This design comes from an exercise in tuning for small area, a short achievable clock period and few clock cycles on the open sky130 flow, not from production work.
Function was checked by simulation only, so behaviour that the tests miss may differ from the original.
Power is estimated from default activity; no workload was simulated.

job 101:
==> flow/design.v (excerpt) <==
module top (
	input		start,
	input		reset,
	input 	clk,
	input			load,
	input	[5:0]	load_addr,
	input	[7:0]	a_data,
	input	[7:0]	b_data,
	input	[5:0]	c_addr,
	output reg		done,
	output	[18:0]	c_data
	);
	reg [7:0] wa [0:63];
	reg [7:0] wb [0:63];
	reg [7:0] xa [0:63];
	reg [7:0] xb [0:63];
	reg busy;
	integer n;
	always @(posedge clk) begin
		if (load) begin
			wa[load_addr] <= a_data;
			wb[load_addr] <= b_data;
		end
		if (start)
			for (n = 0; n < 64; n = n + 1) begin
				xa[n] <= wa[n];
				xb[n] <= wb[n];
			end
	end
	always @(posedge clk) begin
		if (reset) begin
			done <= 1'b0;
			busy <= 1'b0;
		end else if (start) begin
			done <= 1'b0;
			busy <= 1'b1;
		end else if (busy) begin
			done <= 1'b1;
			busy <= 1'b0;
		end
	end
	wire [2:0] k = c_addr[2:0];
	wire [2:0] j = c_addr[5:3];
	wire [7:0] ra0 = xa[{3'd0, k}], ra1 = xa[{3'd1, k}], ra2 = xa[{3'd2, k}], ra3 = xa[{3'd3, k}];
	wire [7:0] ra4 = xa[{3'd4, k}], ra5 = xa[{3'd5, k}], ra6 = xa[{3'd6, k}], ra7 = xa[{3'd7, k}];
	wire [7:0] rb0 = xb[{j, 3'd0}], rb1 = xb[{j, 3'd1}], rb2 = xb[{j, 3'd2}], rb3 = xb[{j, 3'd3}];
	wire [7:0] rb4 = xb[{j, 3'd4}], rb5 = xb[{j, 3'd5}], rb6 = xb[{j, 3'd6}], rb7 = xb[{j, 3'd7}];
	wire [8:0] pp0_0, pp0_1, pp0_2, pp0_3;
	wire [3:0] ng0;
	booth_row br0 (.a(ra0), .b(rb0), .p0(pp0_0), .p1(pp0_1), .p2(pp0_2), .p3(pp0_3), .ng(ng0));
	wire [8:0] pp1_0, pp1_1, pp1_2, pp1_3;
	wire [3:0] ng1;
	booth_row br1 (.a(ra1), .b(rb1), .p0(pp1_0), .p1(pp1_1), .p2(pp1_2), .p3(pp1_3), .ng(ng1));
	wire [8:0] pp2_0, pp2_1, pp2_2, pp2_3;
	wire [3:0] ng2;
	booth_row br2 (.a(ra2), .b(rb2), .p0(pp2_0), .p1(pp2_1), .p2(pp2_2), .p3(pp2_3), .ng(ng2));
	wire [8:0] pp3_0, pp3_1, pp3_2, pp3_3;
	wire [3:0] ng3;
	booth_row br3 (.a(ra3), .b(rb3), .p0(pp3_0), .p1(pp3_1), .p2(pp3_2), .p3(pp3_3), .ng(ng3));
	wire [8:0] pp4_0, pp4_1, pp4_2, pp4_3;
	wire [3:0] ng4;
	booth_row br4 (.a(ra4), .b(rb4), .p0(pp4_0), .p1(pp4_1), .p2(pp4_2), .p3(pp4_3), .ng(ng4));
	wire [8:0] pp5_0, pp5_1, pp5_2, pp5_3;
	wire [3:0] ng5;
	booth_row br5 (.a(ra5), .b(rb5), .p0(pp5_0), .p1(pp5_1), .p2(pp5_2), .p3(pp5_3), .ng(ng5));
	wire [8:0] pp6_0, pp6_1, pp6_2, pp6_3;
	wire [3:0] ng6;
	booth_row br6 (.a(ra6), .b(rb6), .p0(pp6_0), .p1(pp6_1), .p2(pp6_2), .p3(pp6_3), .ng(ng6));
	wire [8:0] pp7_0, pp7_1, pp7_2, pp7_3;
  ...
==> flow/config.mk <==
export PLATFORM = sky130hd
export DESIGN_NAME = top
export DESIGN_NICKNAME = top
export VERILOG_FILES = /design/flow/design.v
export SDC_FILE = /design/flow/constraint.sdc
export NUM_CORES = 4
export LEC_CHECK = 0
export ABC_AREA = 1
export CAP_MARGIN = 20
export CORE_MARGIN = 2
export CORE_UTILIZATION = 55
export CTS_CLUSTER_DIAMETER = 90
export CTS_CLUSTER_SIZE = 28
export PLACE_DENSITY = 0.68
export SETUP_SLACK_MARGIN = 1.7
export SLEW_MARGIN = 20
==> flow/constraint.sdc <==
create_clock -name core_clock -period 7.0 [get_ports {clk}]
set_input_delay 1.4000 -clock core_clock [delete_from_list [all_inputs] [get_ports {clk}]]
set_output_delay 1.4000 -clock core_clock [all_outputs]
set_load 0.01 [all_outputs]
standard.sh (not shown) runs the stock make flow with config.mk's settings and CLKGATE_MAP_FILE= SYNTH_SCRIPT=/design/flow/synth_recipe.tcl, a recipe that flattens the netlist after the stock synthesis.
==> flow/flow/run.sh <==
#!/bin/bash
# The standard layout with two changes to how it is made:
#  - Yosys's synth runs without its early ABC pass (-noabc), which otherwise
#    remaps the compressor tree before extract_fa and leaves inverters between
#    the full-adder cells (the flow's later ABC pass still maps the rest);
#  - the port buffers that placement inserts on every input and output are
#    buf_4 cells instead of the delay cells buffer_ports picks by default.
# Everything else, from floorplan to the final DEF, is the standard flow.
set -euo pipefail
bash standard.sh SYNTH_ARGS=-noabc "BUFFER_PORTS_ARGS=-buffer_cell sky130_fd_sc_hd__buf_4" finish > standard_flow.log 2>&1
Testbench counts of job 101, summed over its fixed seeds: cycles 3,680.
### job 101 -> job 102
Settings: swapping 1.7 for 1.2 in SETUP_SLACK_MARGIN.
--- outcome ---
From job 102 to job 101, synthesized cell count did not move at all.
The global-route usage number comes out lower for job 102 vs job 101.
Looking at maximum frequency across job 101 and job 102, the one that comes out higher is job 101.
Comparing job 101 and job 102, the higher synthesis-to-finish area growth is on job 101.
Compared with job 101, in job 102 worst setup slack went down 0.37 ns, detail-routed net length per standard cell went down 2.7%, met3 wirelength from detailed routing went down about 4.6%.
Going from job 101 to job 102, post-detailed-routing wire length shrank by a few percent.
On detail-routed via count per cell, job 101 and job 102 are basically level.
--- input diff job 102..job 103 ---
Settings: clearing ABC_AREA, which used to be 1; swapping 55 for 40 in CORE_UTILIZATION; swapping 1.2 for 1.0 in SETUP_SLACK_MARGIN; clearing PLACE_DENSITY, which used to be 0.68.
==> flow/flow/run.sh <==
#!/bin/bash
# The standard layout, with Yosys's synth run without its early ABC pass
# (-noabc). That pass remaps the compressor tree before extract_fa and leaves
# inverters between the full-adder cells; the flow's own later ABC pass still
# maps all remaining logic. Everything else is the standard flow.
set -euo pipefail
bash standard.sh SYNTH_ARGS=-noabc finish > standard_flow.log 2>&1
## What came out
- Job 102 and job 103 all finish clean.
- Taking job 102 as the reference, in job 103 via count moved down; critical path depth down 3; shortest period the worst path allows went up 0.25 ns.
--- input diff job 103..job 104 ---
Settings: SETUP_SLACK_MARGIN changed from 1.0 to 1.4.
## What came out
Summary of job 104 over job 103: via count +796, number of cell instances on the worst register-to-register path fell by 3. | met1 usage | job 104 vs job 103 | 1.4 points higher |. The total routing resource utilization after global routing in job 104 sits 1.0 points above the value recorded for job 103. Of job 103 and job 104, job 103 shows the lower design area, with job 104 above it. The share of the final layout cell area in sequential cells number comes out lower for job 104 vs job 103. Non-clock buffer count ends up higher on job 104.
diff inputs: job 104 => job 105
Settings: SETUP_SLACK_MARGIN changed from 1.4 to 1.0; ABC_AREA newly set to 1.
--- outcome ---
- Job 105 and job 104 ended up with nearly the same die area.
- Job 105 ended up with met5 as its highest layer used for signal routing; job 104 ended up with met4.
- Summary of the comparison: synthesis-to-layout area growth is lower in job 105, relative to job 104.
- Worst hold slack (lower): job 104

top again, from the RTL that the note above started with.
Design top, start of the top module:
module top (
	input		start,
	input		reset,
	input 	clk,
	input			load,
	input	[5:0]	load_addr,
	input	[7:0]	a_data,
	input	[7:0]	b_data,
	input	[5:0]	c_addr,
	output reg		done,
	output	[18:0]	c_data
	);
	reg [7:0] wa [0:63];
	reg [7:0] wb [0:63];
	reg [7:0] xa [0:63];
	reg [7:0] xb [0:63];
	reg busy;
	integer n;
	always @(posedge clk) begin
		if (load) begin
			wa[load_addr] <= a_data;
			wb[load_addr] <= b_data;
		end
		if (start)
			for (n = 0; n < 64; n = n + 1) begin
				xa[n] <= wa[n];
				xb[n] <= wb[n];
			end
	end
	always @(posedge clk) begin
		if (reset) begin
			done <= 1'b0;
			busy <= 1'b0;
		end else if (start) begin
			done <= 1'b0;
			busy <= 1'b1;
		end else if (busy) begin
			done <= 1'b1;
			busy <= 1'b0;
		end
	end
	wire [2:0] k = c_addr[2:0];
	wire [2:0] j = c_addr[5:3];
	wire [7:0] ra0 = xa[{3'd0, k}], ra1 = xa[{3'd1, k}], ra2 = xa[{3'd2, k}], ra3 = xa[{3'd3, k}];
	wire [7:0] ra4 = xa[{3'd4, k}], ra5 = xa[{3'd5, k}], ra6 = xa[{3'd6, k}], ra7 = xa[{3'd7, k}];
  ...
clock: 7.0 ns
lec_check: 0
abc_area: 1
cap_margin: 20
core_margin: 2
core_utilization: 50
cts_cluster_diameter: 90
cts_cluster_size: 28
place_density: 0.64
setup_slack_margin: 1.5
slew_margin: 20
==> flow/flow/run.sh <==
#!/bin/bash
# The standard layout with two changes to how it is made:
#  - Yosys's synth runs without its early ABC pass (-noabc), which otherwise
#    remaps the compressor tree before extract_fa and leaves inverters between
#    the full-adder cells (the flow's later ABC pass still maps the rest);
#  - the port buffers that placement inserts on every input and output are
#    buf_4 cells instead of the delay cells buffer_ports picks by default.
# Everything else, from floorplan to the final DEF, is the standard flow.
set -euo pipefail
bash standard.sh SYNTH_ARGS=-noabc "BUFFER_PORTS_ARGS=-buffer_cell sky130_fd_sc_hd__buf_4" finish > standard_flow.log 2>&1
The baseline went through all stages and came out clean.
Testbench counts at the start, summed over its fixed seeds: cycles 3,680.
Rerun with:
==> flow/flow/run.sh (replaced) <==
#!/bin/bash
# The standard layout, with Yosys's synth run without its early ABC pass
# (-noabc). That pass remaps the compressor tree before extract_fa and leaves
# inverters between the full-adder cells; the flow's own later ABC pass still
# maps all remaining logic. Everything else is the standard flow.
set -euo pipefail
bash standard.sh SYNTH_ARGS=-noabc finish > standard_flow.log 2>&1
CAP_MARGIN = 5   (was 20)
CORE_UTILIZATION = 40   (was 50)
PLACE_DENSITY = not set   (was 0.64)
SETUP_SLACK_MARGIN = 1.0   (was 1.5)
SLEW_MARGIN = 5   (was 20)
What happened: Synthesized cell count does not change; hold slack is worse by 0.012 ns; via count went down slightly; sequential cell count does not change; global-route usage is lower by 5.3 points; register-to-register slack degrades by 0.04 ns; maximum frequency came out lower by a little under a tenth; final cell count goes up by a few percent; worst setup slack is worse by 0.41 ns.
Rerun with:
==> flow/run.sh (new file) <==
#!/bin/bash
# synth_recipe.tcl (not shown) runs the flow's synth.tcl, then flattens the netlist and writes it again
# the make line also repeats each setting of config.mk as NAME=value (left out here)
make -C /OpenROAD-flow-scripts/flow DESIGN_CONFIG=/design/flow/config.mk WORK_HOME=/design/flow/orfs CLKGATE_MAP_FILE= SYNTH_SCRIPT=/design/flow/synth_recipe.tcl finish
ABC_AREA = not set   (was 1)
CAP_MARGIN = 20   (was 5)
CORE_UTILIZATION = 60   (was 40)
CTS_BUF_LIST = sky130_fd_sc_hd__clkbuf_4 sky130_fd_sc_hd__clkbuf_8   (was not set)
CTS_CLUSTER_DIAMETER = not set   (was 90)
CTS_CLUSTER_SIZE = not set   (was 28)
PLACE_DENSITY = 0.72   (was not set)
SETUP_SLACK_MARGIN = not set   (was 1.0)
SLEW_MARGIN = 20   (was 5)
removed: flow/flow/run.sh
removed: flow/standard.sh
Clock-buffer cell count goes up by 337.
Cell count went down by about a fifth.
Worst hold slack degrades by 0.064 ns.
Clock skew grows by 0.058 ns.
Cell area is higher by a few percent.
Total power went up by a little under a tenth.
Via count came out higher slightly.
Area after synthesis hardly moves.
Non-clock buffer count goes up by 242.
Combinational power stays flat.
Rerun with:
==> flow/flow/run.sh (new file) <==
#!/bin/bash
# The standard layout with two changes to how it is made:
#  - Yosys's synth runs without its early ABC pass (-noabc), which otherwise
#    remaps the compressor tree before extract_fa and leaves inverters between
#    the full-adder cells (the flow's later ABC pass still maps the rest);
#  - the port buffers that placement inserts on every input and output are
#    buf_4 cells instead of the delay cells buffer_ports picks by default.
# Everything else, from floorplan to the final DEF, is the standard flow.
set -euo pipefail
bash standard.sh SYNTH_ARGS=-noabc "BUFFER_PORTS_ARGS=-buffer_cell sky130_fd_sc_hd__buf_4" finish > standard_flow.log 2>&1
==> flow/standard.sh (new file) <==
#!/bin/bash
# synth_recipe.tcl (not shown) runs the flow's synth.tcl, then flattens the netlist and writes it again
# the make line also repeats each setting of config.mk as NAME=value (left out here)
make -C /OpenROAD-flow-scripts/flow DESIGN_CONFIG=/design/flow/config.mk WORK_HOME=/design/flow/orfs CLKGATE_MAP_FILE= SYNTH_SCRIPT=/design/flow/synth_recipe.tcl "${@:-finish}"
ABC_AREA = 1   (was not set)
CORE_UTILIZATION = 65   (was 60)
CTS_BUF_LIST = not set   (was sky130_fd_sc_hd__clkbuf_4 sky130_fd_sc_hd__clkbuf_8)
CTS_CLUSTER_DIAMETER = 90   (was not set)
CTS_CLUSTER_SIZE = 28   (was not set)
PLACE_DENSITY = 0.78   (was 0.72)
SETUP_SLACK_MARGIN = 1.5   (was not set)
removed: flow/run.sh
Design area came out lower by 4.8%. Via count came out higher by 2.5%. Global-route usage came out higher by 0.57 points.
Rerun with:
==> flow/run.sh (new file) <==
#!/bin/bash
# synth_recipe.tcl (not shown) runs the flow's synth.tcl, then flattens the netlist and writes it again
# the make line also repeats each setting of config.mk as NAME=value (left out here)
make -C /OpenROAD-flow-scripts/flow DESIGN_CONFIG=/design/flow/config.mk WORK_HOME=/design/flow/orfs CLKGATE_MAP_FILE= SYNTH_SCRIPT=/design/flow/synth_recipe.tcl finish
CORE_UTILIZATION = 55   (was 65)
PLACE_DENSITY = 0.68   (was 0.78)
removed: flow/flow/run.sh
removed: flow/standard.sh
Sequential share of layout area shrinks by 3.0 points. Fmax went down by 0.69%. Critical path depth drops by 3. Via count fell by 1.1%. Combinational power increases by about 6%. Flip-flop and latch count does not change. Power came out higher by 3.4%. Count of clock-buffer cells in the layout came out higher by 4. Area after synthesis is about the same. Clock power is higher by 3.6%. Wire length came out higher by 3.2%.
Rerun with:
==> flow/flow/run.sh (new file) <==
#!/bin/bash
# The standard layout, with Yosys's synth run without its early ABC pass
# (-noabc). That pass remaps the compressor tree before extract_fa and leaves
# inverters between the full-adder cells; the flow's own later ABC pass still
# maps all remaining logic. Everything else is the standard flow.
set -euo pipefail
bash standard.sh SYNTH_ARGS=-noabc finish > standard_flow.log 2>&1
==> flow/standard.sh (new file) <==
#!/bin/bash
# synth_recipe.tcl (not shown) runs the flow's synth.tcl, then flattens the netlist and writes it again
# the make line also repeats each setting of config.mk as NAME=value (left out here)
make -C /OpenROAD-flow-scripts/flow DESIGN_CONFIG=/design/flow/config.mk WORK_HOME=/design/flow/orfs CLKGATE_MAP_FILE= SYNTH_SCRIPT=/design/flow/synth_recipe.tcl "${@:-finish}"
ABC_AREA = not set   (was 1)
SETUP_SLACK_MARGIN = 1.2   (was 1.5)
removed: flow/run.sh
Outcome: The new run completed with no timing, DRC or antenna violations. Wire length is higher by a little under a tenth. Count of clock-buffer cells in the layout grows by 6. Power shrinks by a few percent. Combinational power decreases by a little under a tenth. Critical path depth went down by 1.

## job 2385
top again, from the RTL that the note above started with.
==> flow/design.v (excerpt) <==
module top (
	input		start,
	input		reset,
	input 	clk,
	input			load,
	input	[5:0]	load_addr,
	input	[7:0]	a_data,
	input	[7:0]	b_data,
	input	[5:0]	c_addr,
	output reg		done,
	output	[18:0]	c_data
	);
export LEC_CHECK = 0
export CAP_MARGIN = 20
export CORE_MARGIN = 2
export CORE_UTILIZATION = 40
export SETUP_SLACK_MARGIN = 1.0
export SLEW_MARGIN = 20
create_clock -name core_clock -period 7.0 [get_ports {clk}]
run.sh (not shown) runs the stock make flow with config.mk's settings and CLKGATE_MAP_FILE= SYNTH_SCRIPT=/design/flow/synth_recipe.tcl, a recipe that flattens the netlist after the stock synthesis.
Stock flow here: none of the scripts above is used.
Job 2385 went all the way through the flow, and no timing, DRC or antenna check failed.
Testbench counts of job 2385, summed over its fixed seeds: cycles 3,680.
The following lists how job 1857 was set up differently from job 2385:
- SETUP_SLACK_MARGIN now 2.0, was 1.0
--- outcome ---
Job 2385 has lower switching power summed over all nets than job 1857.
Job 1857 vs. job 2385: routed wire length +5.2%; worst-margin pin slew +0.023 ns; critical path depth +3; fraction of the core area covered by cells at the end of the flow +2.9 points.
In the metrics for job 2385 and job 1857, the one carrying the higher total power is job 1857.
Job 2385 vs job 1857, cell with the largest stage delay on the worst path: sky130_fd_sc_hd__o31ai_1 vs sky130_fd_sc_hd__mux4_2
[job 1857] required time at the endpoint of the critical path rose 0.10 ns relative to job 2385
Multi-input gate share of the layout cell area in job 1857 vs job 2385: up 1.6 points

==> re-timing with driven ports <==
Ports are ideal in the flow. The routed layouts listed here were re-timed in OpenROAD.
Step 1 sets driving cells, clkbuf_16 on the clock port and buf_2 on the other inputs (assumed; they add their load-dependent delay and slew).
Step 2 also shifts input and output timing later by t, the mid clock arrival at the registers, as if the neighbouring blocks saw the same clock.
Three values: ideal, step 1, step 2; two values: the first two.
run	t (ns)	setup WS [ns]	clock arrival spread, ns	worst slew at a driven data input, ns
job 101	0.822	1.649 / 1.558 / 0.736	0.100 / 0.100	0.18
job 102	0.824	1.282 / 1.336 / 0.513	0.050 / 0.049	0.05
job 103	0.862	1.030 / 1.020 / 0.198	0.078 / 0.078	0.07
job 104	0.872	1.177 / 1.087 / 0.336	0.052 / 0.052	0.33
job 105	0.847	1.175 / 1.113 / 0.351	0.060 / 0.060	0.12
the first run of note 2	0.832	1.528 / 1.567 / 0.735	0.042 / 0.042	0.06
the second run of note 2	0.851	1.114 / 1.129 / 0.278	0.059 / 0.059	0.11
the third run of note 2	1.061	0.531 / 0.455 / -0.290	0.139 / 0.140	0.05
the fourth run of note 2	0.816	1.460 / 1.509 / 0.693	0.049 / 0.049	0.09
the fifth run of note 2	0.842	1.421 / 1.476 / 0.634	0.073 / 0.074	0.05
the sixth run of note 2	0.822	1.192 / 1.150 / 0.329	0.060 / 0.059	0.20
job 2385	0.939	1.037 / 1.004 / 0.144	0.048 / 0.048	0.05
job 1857	0.955	1.285 / 1.260 / 0.327	0.045 / 0.044	0.23
Met with ideal ports but missed after step 2: setup timing in the third run of note 2. The setup slack of job 1857, which loses most, moves by -0.025 ns with the drivers and by -0.958 ns with both steps.
